Source: an optimization exercise on an open RTL-to-GDS flow (aim: small area and a short achievable clock period). Production flows keep margins and buffers that such runs may drop. At most, simulation tests tie the RTL to the original design; equivalence was not proved. No activity file was given, so power comes from the tool's default toggle rates. The clock port is modelled as an ideal driver; clocking choices that lean on that would not hold on a real chip.

==> module shaping_v5, before the edit <==
module shaping_v5(
inp,shapedout,conf,clk,count,rst
    ,r1,r2);
    input [13:0] inp;
    input [11:0] conf;
    input clk;
    input rst;
    output [13:0] shapedout;
    output [11:0] count;
    output r1;
    output r2;
    parameter k = 100;
    parameter l = 200;
    localparam N = k+l+k+1;           
    wire [4:0] tau = conf[4:0];
    wire [4:0] m3  = conf[9:5];
    wire [1:0] sel = conf[11:10];
    reg [11:0] cnt;
    reg rst1;
    reg rst2;      
    reg rst2d;     
    reg [14*N-1:0] dline;
    reg signed [15:0] temp3;
    reg signed [22:0] acc4;
    reg signed [15:0] q3;
    reg signed [22:0] tmpS;
    reg signed [15:0] tmpT;
    reg [22:0] t6lo;
    reg [21:0] t6hi;
    reg signed [1:0] c6;
    reg [13:0] temp7;
    always @(posedge clk) begin
        if (rst)
            cnt <= 12'h001;
        else if (|cnt)
            cnt <= cnt + 1'b1;
        else
            cnt <= 12'h000;
    end
    always @(posedge clk) begin
        rst1  <= rst | (rst1 & (cnt < k+l+k+1));
        rst2  <= rst | rst1;
        rst2d <= rst2;
    end
    always @(posedge clk)
        dline <= {dline[14*(N-1)-1:0], inp};
    wire signed [15:0] d0   = {{2{dline[13]}}, dline[13:0]};
    wire signed [15:0] dk   = {{2{dline[14*k+13]}}, dline[14*k+:14]};
    wire signed [15:0] dkl  = {{2{dline[14*(k+l)+13]}}, dline[14*(k+l)+:14]};
    wire signed [15:0] dklk = {{2{dline[14*(k+l+k)+13]}}, dline[14*(k+l+k)+:14]};
    wire signed [23:0] w4 = {acc4, 1'b0};
    wire signed [23:0] w4s = w4 >>> tau;
    wire signed [22:0] temp5 = tmpS + {{7{tmpT[15]}}, tmpT};
    wire [24:0] lo_sum = {2'b00, t6lo} + {{2{tmpS[22]}}, tmpS} + {{9{tmpT[15]}}, tmpT};
    wire [21:0] t6hi_now = t6hi + {{20{c6[1]}}, c6};
    wire signed [44:0] temp6 = {t6hi_now, t6lo};
    always @(posedge clk)
        q3 <= dklk - dk - dkl;
    always @(posedge clk) begin
        if (rst2 | rst2d) begin
            temp3 <= 16'sd0;
            acc4  <= 23'sd0;
        end else begin
            temp3 <= d0 + q3;
            acc4  <= acc4 + {{7{d0[15]}}, d0} + {{7{q3[15]}}, q3};
        end
    end
    always @(posedge clk) begin
        if (rst2) begin
            tmpS  <= 23'sd0;
            tmpT  <= 16'sd0;
            t6lo  <= 23'd0;
            t6hi  <= 22'd0;
            c6    <= 2'sd0;
        end else begin
            if (tau == 5'd0)
                tmpS <= acc4;
            else if (tau == 5'd31)
                tmpS <= 23'sd0;
            else
                tmpS <= w4s[22:0];
            tmpT  <= (tau == 5'd0) ? 16'sd0 : temp3;
            t6lo  <= lo_sum[22:0];
            t6hi  <= t6hi_now;
            c6    <= lo_sum[24:23];
        end
    end
    wire signed [13:0] inps = inp;
    reg signed [44:0] vsrc;
    always @(*)
        case (sel)
        2'd0: vsrc = inps;
        2'd1: vsrc = temp3;
        2'd2: vsrc = temp5;
        default: vsrc = temp6;
        endcase
    wire signed [44:0] vsh = vsrc >>> m3;
    always @(posedge clk) begin
        if (rst2)
            temp7 <= 14'd0;
        else
            temp7 <= vsh[13:0];
    end
    assign shapedout = temp7;
    assign count = cnt;
    assign r1 = rst1;
    assign r2 = rst2;
endmodule
clock: 11.0 ns
lec_check: 0
cap_margin: 20
core_margin: 2
core_utilization: 55
cts_buf_list: sky130_fd_sc_hd__clkbuf_16
cts_cluster_diameter: 110
cts_cluster_size: 30
slew_margin: 20
standard.sh (not shown) runs the stock make flow with config.mk's settings and CLKGATE_MAP_FILE= SYNTH_SCRIPT=/design/flow/synth_recipe.tcl, a recipe that flattens the netlist after the stock synthesis.
==> flow/flow/run.sh <==
#!/bin/bash
# Standard synthesis, then the standard layout with a larger setup margin for
# timing repair and no dummy loads in clock tree synthesis (the clock period
# and constraints are unchanged).
set -euo pipefail
bash standard.sh synth > synth.log 2>&1
bash standard.sh SETUP_SLACK_MARGIN=7.35 \
  "CTS_ARGS=-sink_clustering_enable -repair_clock_nets -sink_clustering_size 30 -sink_clustering_max_diameter 110 -buf_list sky130_fd_sc_hd__clkbuf_16 -dont_use_dummy_load" \
  finish > layout.log 2>&1
Next try:
--- a/flow/design.v
+++ b/flow/design.v
@@ -24,13 +24,11 @@
     reg signed [15:0] temp3;
     reg signed [22:0] acc4;
     reg signed [15:0] q3;
     reg signed [22:0] tmpS;
     reg signed [15:0] tmpT;
-    reg [22:0] t6lo;
-    reg [21:0] t6hi;
-    reg signed [1:0] c6;
+    reg signed [44:0] temp6;
     reg [13:0] temp7;
     always @(posedge clk) begin
         if (rst)
             cnt <= 12'h001;
         else if (|cnt)
@@ -50,13 +48,10 @@
     wire signed [15:0] dkl  = {{2{dline[14*(k+l)+13]}}, dline[14*(k+l)+:14]};
     wire signed [15:0] dklk = {{2{dline[14*(k+l+k)+13]}}, dline[14*(k+l+k)+:14]};
     wire signed [23:0] w4 = {acc4, 1'b0};
     wire signed [23:0] w4s = w4 >>> tau;
     wire signed [22:0] temp5 = tmpS + {{7{tmpT[15]}}, tmpT};
-    wire [24:0] lo_sum = {2'b00, t6lo} + {{2{tmpS[22]}}, tmpS} + {{9{tmpT[15]}}, tmpT};
-    wire [21:0] t6hi_now = t6hi + {{20{c6[1]}}, c6};
-    wire signed [44:0] temp6 = {t6hi_now, t6lo};
     always @(posedge clk)
         q3 <= dklk - dk - dkl;
     always @(posedge clk) begin
         if (rst2 | rst2d) begin
             temp3 <= 16'sd0;
@@ -68,24 +63,20 @@
     end
     always @(posedge clk) begin
         if (rst2) begin
             tmpS  <= 23'sd0;
             tmpT  <= 16'sd0;
-            t6lo  <= 23'd0;
-            t6hi  <= 22'd0;
-            c6    <= 2'sd0;
+            temp6 <= 45'sd0;
         end else begin
             if (tau == 5'd0)
                 tmpS <= acc4;
             else if (tau == 5'd31)
                 tmpS <= 23'sd0;
             else
                 tmpS <= w4s[22:0];
             tmpT  <= (tau == 5'd0) ? 16'sd0 : temp3;
-            t6lo  <= lo_sum[22:0];
-            t6hi  <= t6hi_now;
-            c6    <= lo_sum[24:23];
+            temp6 <= temp6 + {{22{tmpS[22]}}, tmpS} + {{29{tmpT[15]}}, tmpT};
         end
     end
     wire signed [13:0] inps = inp;
     reg signed [44:0] vsrc;
     always @(*)
=> The new run completed without violations. Core utilization is about the same. Final area barely changes. Wire length went down by 0.36%. First-iteration DRC count grows by 13%. Hold slack gains 11 ps. Total power is about the same. Maximum frequency barely changes. Cell count stays flat.

* * *

The RTL this note starts from:
==> flow/design.v <==
`timescale 1ns / 1ps
module shaping_v5(
inp,shapedout,conf,clk,count,rst
    ,r1,r2);
    input [13:0] inp;
    input [11:0] conf;
    input clk;
    input rst;
    output [13:0] shapedout;
    output [11:0] count;
    output r1;
    output r2;
    parameter k = 100;
    parameter l = 200;
    localparam N = k+l+k+1;           
    wire [4:0] tau = conf[4:0];
    wire [4:0] m3  = conf[9:5];
    wire [1:0] sel = conf[11:10];
    reg [11:0] cnt;
    reg rst1;
    reg rst2;      
    reg rst7;      
    reg rst2d;     
    reg [14*N-1:0] dline;
    reg signed [15:0] temp3;
    reg signed [22:0] acc4;
    reg signed [15:0] q3;
    reg signed [22:0] tmpS;
    reg signed [15:0] tmpT;
    reg signed [44:0] temp6;
    reg [13:0] temp7;
    always @(posedge clk) begin
        if (rst)
            cnt <= 12'h001;
        else if (|cnt)
            cnt <= cnt + 1'b1;
        else
            cnt <= 12'h000;
    end
    always @(posedge clk) begin
        rst1  <= rst | (rst1 & (cnt < k+l+k+1));
        rst2  <= rst | (rst1 & (cnt < k+l+k+2));
        rst7  <= rst | (rst1 & (cnt < k+l+k+7));
        rst2d <= rst7;
    end
    always @(posedge clk)
        dline <= {dline[14*(N-1)-1:0], inp};
    wire signed [15:0] d0   = {{2{dline[13]}}, dline[13:0]};
    wire signed [15:0] dk   = {{2{dline[14*k+13]}}, dline[14*k+:14]};
    wire signed [15:0] dkl  = {{2{dline[14*(k+l)+13]}}, dline[14*(k+l)+:14]};
    wire signed [15:0] dklk = {{2{dline[14*(k+l+k)+13]}}, dline[14*(k+l+k)+:14]};
    wire signed [23:0] w4 = {acc4, 1'b0};
    wire signed [23:0] w4s = w4 >>> tau;
    wire signed [22:0] temp5 = tmpS + {{7{tmpT[15]}}, tmpT};
    always @(posedge clk)
        q3 <= dklk - dk - dkl;
    always @(posedge clk) begin
        if (rst7 | rst2d) begin
            temp3 <= 16'sd0;
            acc4  <= 23'sd0;
        end else begin
            temp3 <= d0 + q3;
            acc4  <= acc4 + {{7{d0[15]}}, d0} + {{7{q3[15]}}, q3};
        end
    end
    always @(posedge clk) begin
        if (rst7) begin
            tmpS  <= 23'sd0;
            tmpT  <= 16'sd0;
            temp6 <= 45'sd0;
        end else begin
            if (tau == 5'd0)
                tmpS <= acc4;
            else if (tau == 5'd31)
                tmpS <= 23'sd0;
            else
                tmpS <= w4s[22:0];
            tmpT  <= (tau == 5'd0) ? 16'sd0 : temp3;
            temp6 <= temp6 + {{22{tmpS[22]}}, tmpS} + {{29{tmpT[15]}}, tmpT};
        end
    end
    wire signed [13:0] inps = inp;
    reg signed [44:0] vsrc;
    always @(*)
        case (sel)
        2'd0: vsrc = inps;
        2'd1: vsrc = temp3;
        2'd2: vsrc = temp5;
        default: vsrc = temp6;
        endcase
    wire signed [44:0] vsh = vsrc >>> m3;
    always @(posedge clk) begin
        if (rst7)
            temp7 <= 14'd0;
        else
            temp7 <= vsh[13:0];
    end
    assign shapedout = temp7;
    assign count = cnt;
    assign r1 = rst1;
    assign r2 = rst2;
endmodule
export LEC_CHECK = 0
export CAP_MARGIN = 20
export CORE_MARGIN = 2
export CORE_UTILIZATION = 55
export CTS_BUF_LIST = sky130_fd_sc_hd__clkbuf_16
export CTS_CLUSTER_DIAMETER = 110
export CTS_CLUSTER_SIZE = 30
export SLEW_MARGIN = 20
create_clock -name core_clock -period 11.0 [get_ports {clk}]
==> flow/flow/run.sh <==
#!/bin/bash
# Standard synthesis, then the standard layout with a larger setup margin for
# timing repair and no dummy loads in clock tree synthesis (the clock period
# and constraints are unchanged).
set -euo pipefail
bash standard.sh synth > synth.log 2>&1
bash standard.sh SETUP_SLACK_MARGIN=7.6 \
  "CTS_ARGS=-sink_clustering_enable -repair_clock_nets -sink_clustering_size 30 -sink_clustering_max_diameter 110 -buf_list sky130_fd_sc_hd__clkbuf_16 -dont_use_dummy_load" \
  finish > layout.log 2>&1
Rerun with:
--- a/flow/design.v
+++ b/flow/design.v
@@ -18,17 +18,18 @@
     wire [1:0] sel = conf[11:10];
     reg [11:0] cnt;
     reg rst1;
     reg rst2;      
-    reg rst7;      
     reg rst2d;     
     reg [14*N-1:0] dline;
     reg signed [15:0] temp3;
     reg signed [22:0] acc4;
     reg signed [15:0] q3;
     reg signed [22:0] tmpS;
     reg signed [15:0] tmpT;
-    reg signed [44:0] temp6;
+    reg [22:0] t6lo;
+    reg [21:0] t6hi;
+    reg signed [1:0] c6;
     reg [13:0] temp7;
     always @(posedge clk) begin
         if (rst)
             cnt <= 12'h001;
@@ -38,11 +39,10 @@
             cnt <= 12'h000;
     end
     always @(posedge clk) begin
         rst1  <= rst | (rst1 & (cnt < k+l+k+1));
-        rst2  <= rst | (rst1 & (cnt < k+l+k+2));
-        rst7  <= rst | (rst1 & (cnt < k+l+k+7));
-        rst2d <= rst7;
+        rst2  <= rst | rst1;
+        rst2d <= rst2;
     end
     always @(posedge clk)
         dline <= {dline[14*(N-1)-1:0], inp};
     wire signed [15:0] d0   = {{2{dline[13]}}, dline[13:0]};
@@ -51,33 +51,40 @@
     wire signed [15:0] dklk = {{2{dline[14*(k+l+k)+13]}}, dline[14*(k+l+k)+:14]};
     wire signed [23:0] w4 = {acc4, 1'b0};
     wire signed [23:0] w4s = w4 >>> tau;
     wire signed [22:0] temp5 = tmpS + {{7{tmpT[15]}}, tmpT};
+    wire [24:0] lo_sum = {2'b00, t6lo} + {{2{tmpS[22]}}, tmpS} + {{9{tmpT[15]}}, tmpT};
+    wire [21:0] t6hi_now = t6hi + {{20{c6[1]}}, c6};
+    wire signed [44:0] temp6 = {t6hi_now, t6lo};
     always @(posedge clk)
         q3 <= dklk - dk - dkl;
     always @(posedge clk) begin
-        if (rst7 | rst2d) begin
+        if (rst2 | rst2d) begin
             temp3 <= 16'sd0;
             acc4  <= 23'sd0;
         end else begin
             temp3 <= d0 + q3;
             acc4  <= acc4 + {{7{d0[15]}}, d0} + {{7{q3[15]}}, q3};
         end
     end
     always @(posedge clk) begin
-        if (rst7) begin
+        if (rst2) begin
             tmpS  <= 23'sd0;
             tmpT  <= 16'sd0;
-            temp6 <= 45'sd0;
+            t6lo  <= 23'd0;
+            t6hi  <= 22'd0;
+            c6    <= 2'sd0;
         end else begin
             if (tau == 5'd0)
                 tmpS <= acc4;
             else if (tau == 5'd31)
                 tmpS <= 23'sd0;
             else
                 tmpS <= w4s[22:0];
             tmpT  <= (tau == 5'd0) ? 16'sd0 : temp3;
-            temp6 <= temp6 + {{22{tmpS[22]}}, tmpS} + {{29{tmpT[15]}}, tmpT};
+            t6lo  <= lo_sum[22:0];
+            t6hi  <= t6hi_now;
+            c6    <= lo_sum[24:23];
         end
     end
     wire signed [13:0] inps = inp;
     reg signed [44:0] vsrc;
@@ -89,9 +96,9 @@
         default: vsrc = temp6;
         endcase
     wire signed [44:0] vsh = vsrc >>> m3;
     always @(posedge clk) begin
-        if (rst7)
+        if (rst2)
             temp7 <= 14'd0;
         else
             temp7 <= vsh[13:0];
     end
Effect: Via count rose by 0.41%; utilization hardly moves; clock power stays flat; total power is about the same; setup slack is better by 0.36 ns; final area hardly moves; hold slack is better by 0.029 ns.
For the first run of this note, only the layout was checked, not whether the RTL still works.

* * *

Setup of the baseline:
shaping_v5, a different RTL version from the one above (not shown whole).
Size: roughly 7500 cells after synthesis, roughly 0.13 mm² of cells after synthesis.
==> module shaping_v5, before the edit <==
module shaping_v5(
inp,shapedout,conf,clk,count,rst
    ,r1,r2);
    input [13:0] inp;
    input [11:0] conf;
    input clk;
    input rst;
    output [13:0] shapedout;
    output [11:0] count;
    output r1;
    output r2;
    parameter k = 100;
    parameter l = 200;
    localparam N = k+l+k+1;           
    wire [4:0] tau = conf[4:0];
    wire [4:0] m3  = conf[9:5];
    wire [1:0] sel = conf[11:10];
    reg [11:0] cnt;
    reg rst1;
    reg rst2;      
    reg rst2d;     
    reg [14*N-1:0] dline;
    reg signed [15:0] temp3;
    reg signed [22:0] acc4;
    reg signed [15:0] q3;
    reg signed [22:0] tmpS;
    reg signed [15:0] tmpT;
    reg [22:0] t6lo;
    reg [21:0] t6hi;
    reg signed [1:0] c6;
    reg [13:0] temp7;
    always @(posedge clk) begin
        if (rst)
            cnt <= 12'h001;
        else if (|cnt)
            cnt <= cnt + 1'b1;
        else
            cnt <= 12'h000;
    end
    always @(posedge clk) begin
        rst1  <= rst | (rst1 & (cnt < k+l+k+1));
        rst2  <= rst | rst1;
        rst2d <= rst2;
    end
    always @(posedge clk)
        dline <= {dline[14*(N-1)-1:0], inp};
    wire signed [15:0] d0   = {{2{dline[13]}}, dline[13:0]};
    wire signed [15:0] dk   = {{2{dline[14*k+13]}}, dline[14*k+:14]};
    wire signed [15:0] dkl  = {{2{dline[14*(k+l)+13]}}, dline[14*(k+l)+:14]};
    wire signed [15:0] dklk = {{2{dline[14*(k+l+k)+13]}}, dline[14*(k+l+k)+:14]};
    wire signed [23:0] w4 = {acc4, 1'b0};
    wire signed [23:0] w4s = w4 >>> tau;
    wire signed [22:0] temp5 = tmpS + {{7{tmpT[15]}}, tmpT};
    wire [24:0] lo_sum = {2'b00, t6lo} + {{2{temp5[22]}}, temp5};
    wire [21:0] t6hi_now = t6hi + {{20{c6[1]}}, c6};
    wire signed [44:0] temp6 = {t6hi_now, t6lo};
    always @(posedge clk)
        q3 <= dklk - dk - dkl;
    always @(posedge clk) begin
        if (rst2 | rst2d) begin
            temp3 <= 16'sd0;
            acc4  <= 23'sd0;
        end else begin
            temp3 <= d0 + q3;
            acc4  <= acc4 + {{7{d0[15]}}, d0} + {{7{q3[15]}}, q3};
        end
    end
    always @(posedge clk) begin
        if (rst2) begin
            tmpS  <= 23'sd0;
            tmpT  <= 16'sd0;
            t6lo  <= 23'd0;
            t6hi  <= 22'd0;
            c6    <= 2'sd0;
        end else begin
            if (tau == 5'd0)
                tmpS <= acc4;
            else if (tau == 5'd31)
                tmpS <= 23'sd0;
            else
                tmpS <= w4s[22:0];
            tmpT  <= (tau == 5'd0) ? 16'sd0 : temp3;
            t6lo  <= lo_sum[22:0];
            t6hi  <= t6hi_now;
            c6    <= lo_sum[24:23];
        end
    end
    wire signed [13:0] inps = inp;
    reg signed [44:0] vsrc;
    always @(*)
        case (sel)
        2'd0: vsrc = inps;
        2'd1: vsrc = temp3;
        2'd2: vsrc = temp5;
        default: vsrc = temp6;
        endcase
    wire signed [44:0] vsh = vsrc >>> m3;
    always @(posedge clk) begin
        if (rst2)
            temp7 <= 14'd0;
        else
            temp7 <= vsh[13:0];
    end
    assign shapedout = temp7;
    assign count = cnt;
    assign r1 = rst1;
    assign r2 = rst2;
endmodule
export LEC_CHECK = 0
export CAP_MARGIN = 20
export CORE_MARGIN = 2
export CORE_UTILIZATION = 55
export CTS_BUF_LIST = sky130_fd_sc_hd__clkbuf_16
export CTS_CLUSTER_DIAMETER = 110
export CTS_CLUSTER_SIZE = 30
export SLEW_MARGIN = 20
create_clock -name core_clock -period 11.0 [get_ports {clk}]
==> flow/flow/run.sh <==
#!/bin/bash
# Standard synthesis, then the standard layout with: a larger setup margin
# for timing repair, plain buffers (buf_4) on the ports instead of delay
# cells, and no dummy loads in clock tree synthesis. The clock period and
# constraints are unchanged.
set -euo pipefail
bash standard.sh synth > synth.log 2>&1
bash standard.sh SETUP_SLACK_MARGIN=7.6 \
  "BUFFER_PORTS_ARGS=-buffer_cell sky130_fd_sc_hd__buf_4" \
  "CTS_ARGS=-sink_clustering_enable -repair_clock_nets -sink_clustering_size 30 -sink_clustering_max_diameter 110 -buf_list sky130_fd_sc_hd__clkbuf_16 -dont_use_dummy_load" \
  finish > layout.log 2>&1
The following lists how the candidate was set up differently from the baseline:
diff --git a/flow/design.v b/flow/design.v
--- a/flow/design.v
+++ b/flow/design.v
@@ -54,19 +54,20 @@
     wire signed [22:0] temp5 = tmpS + {{7{tmpT[15]}}, tmpT};
     wire [24:0] lo_sum = {2'b00, t6lo} + {{2{temp5[22]}}, temp5};
     wire [21:0] t6hi_now = t6hi + {{20{c6[1]}}, c6};
     wire signed [44:0] temp6 = {t6hi_now, t6lo};
     always @(posedge clk)
         q3 <= dklk - dk - dkl;
+    wire signed [15:0] t3next = d0 + q3;
     always @(posedge clk) begin
         if (rst2 | rst2d) begin
             temp3 <= 16'sd0;
             acc4  <= 23'sd0;
         end else begin
-            temp3 <= d0 + q3;
-            acc4  <= acc4 + {{7{d0[15]}}, d0} + {{7{q3[15]}}, q3};
+            temp3 <= t3next;
+            acc4  <= acc4 + {{7{t3next[15]}}, t3next};
         end
     end
     always @(posedge clk) begin
         if (rst2) begin
             tmpS  <= 23'sd0;
             tmpT  <= 16'sd0;
Results
- The higher area growth from synthesis to layout came out of the candidate.
- Taking the baseline as the reference point, the first-pass iteration count of the detailed router of the candidate rises by 1.
- Comparing the candidate and the baseline, the lower setup slack was measured on the baseline.
- In the candidate, number of antenna violations at the first check in global routing is lower than in the baseline.
- Post-synthesis area per instance in the candidate vs the baseline: up about 1.3%
- Diff the baseline..the candidate | switching share of power | negligible
- The baseline -> the candidate: number of non-clock inverters decreased by more than 10%
- Total power: the candidate vs the baseline — no meaningful difference
- Diff the baseline -> the candidate: critical path depth up 3, total vias in the final route dropped about 1.5%, maximum cell stage delay along the critical path lost 0.02 ns.
No run of this note included a check of the RTL's function; only the layout flow was run.

==> static timing again, ports no longer ideal <==
The flow's constraints put no driver on any port. The routed layouts listed below were extracted and timed again, unchanged, in two steps.
Step 1 (the two cells are an assumption about what drives the block):
set clk [get_ports {clk}]
set_driving_cell -lib_cell sky130_fd_sc_hd__clkbuf_16 $clk
set_driving_cell -lib_cell sky130_fd_sc_hd__buf_2 [delete_from_list [all_inputs] $clk]
Step 2 moves the port delays by t, midway between the first and last clock arrival at a register: inputs arrive t later, outputs are due t later. That takes back most of the time a late clock gives input paths.
Three values: no drivers, after step 1, after step 2; two values: the first two.
run	t (ns)	slack for setup (ns)	hold WS [ns]	worst setup path at the end
the first run of note 1	0.890	7.288 / 7.332 / 6.442	0.230 / 0.230 / 0.230	input to register
the second run of note 1	0.908	7.284 / 7.314 / 6.415	0.241 / 0.241 / 0.241	input to register
the first run of note 2	0.904	6.906 / 6.906 / 6.456	0.210 / 0.210 / 0.210	input to register
the second run of note 2	0.908	7.262 / 7.305 / 6.397	0.239 / 0.239 / 0.239	input to register
the baseline	0.897	6.845 / 6.845 / 6.201	0.253 / 0.253 / 0.253	input to register
the candidate	0.902	6.974 / 6.974 / 6.435	0.245 / 0.245 / 0.245	input to register
After both steps setup and hold are still met in every run listed. For the second run of note 1, which loses most, drivers alone change the setup slack by +0.030 ns; drivers and shift together by -0.869 ns.
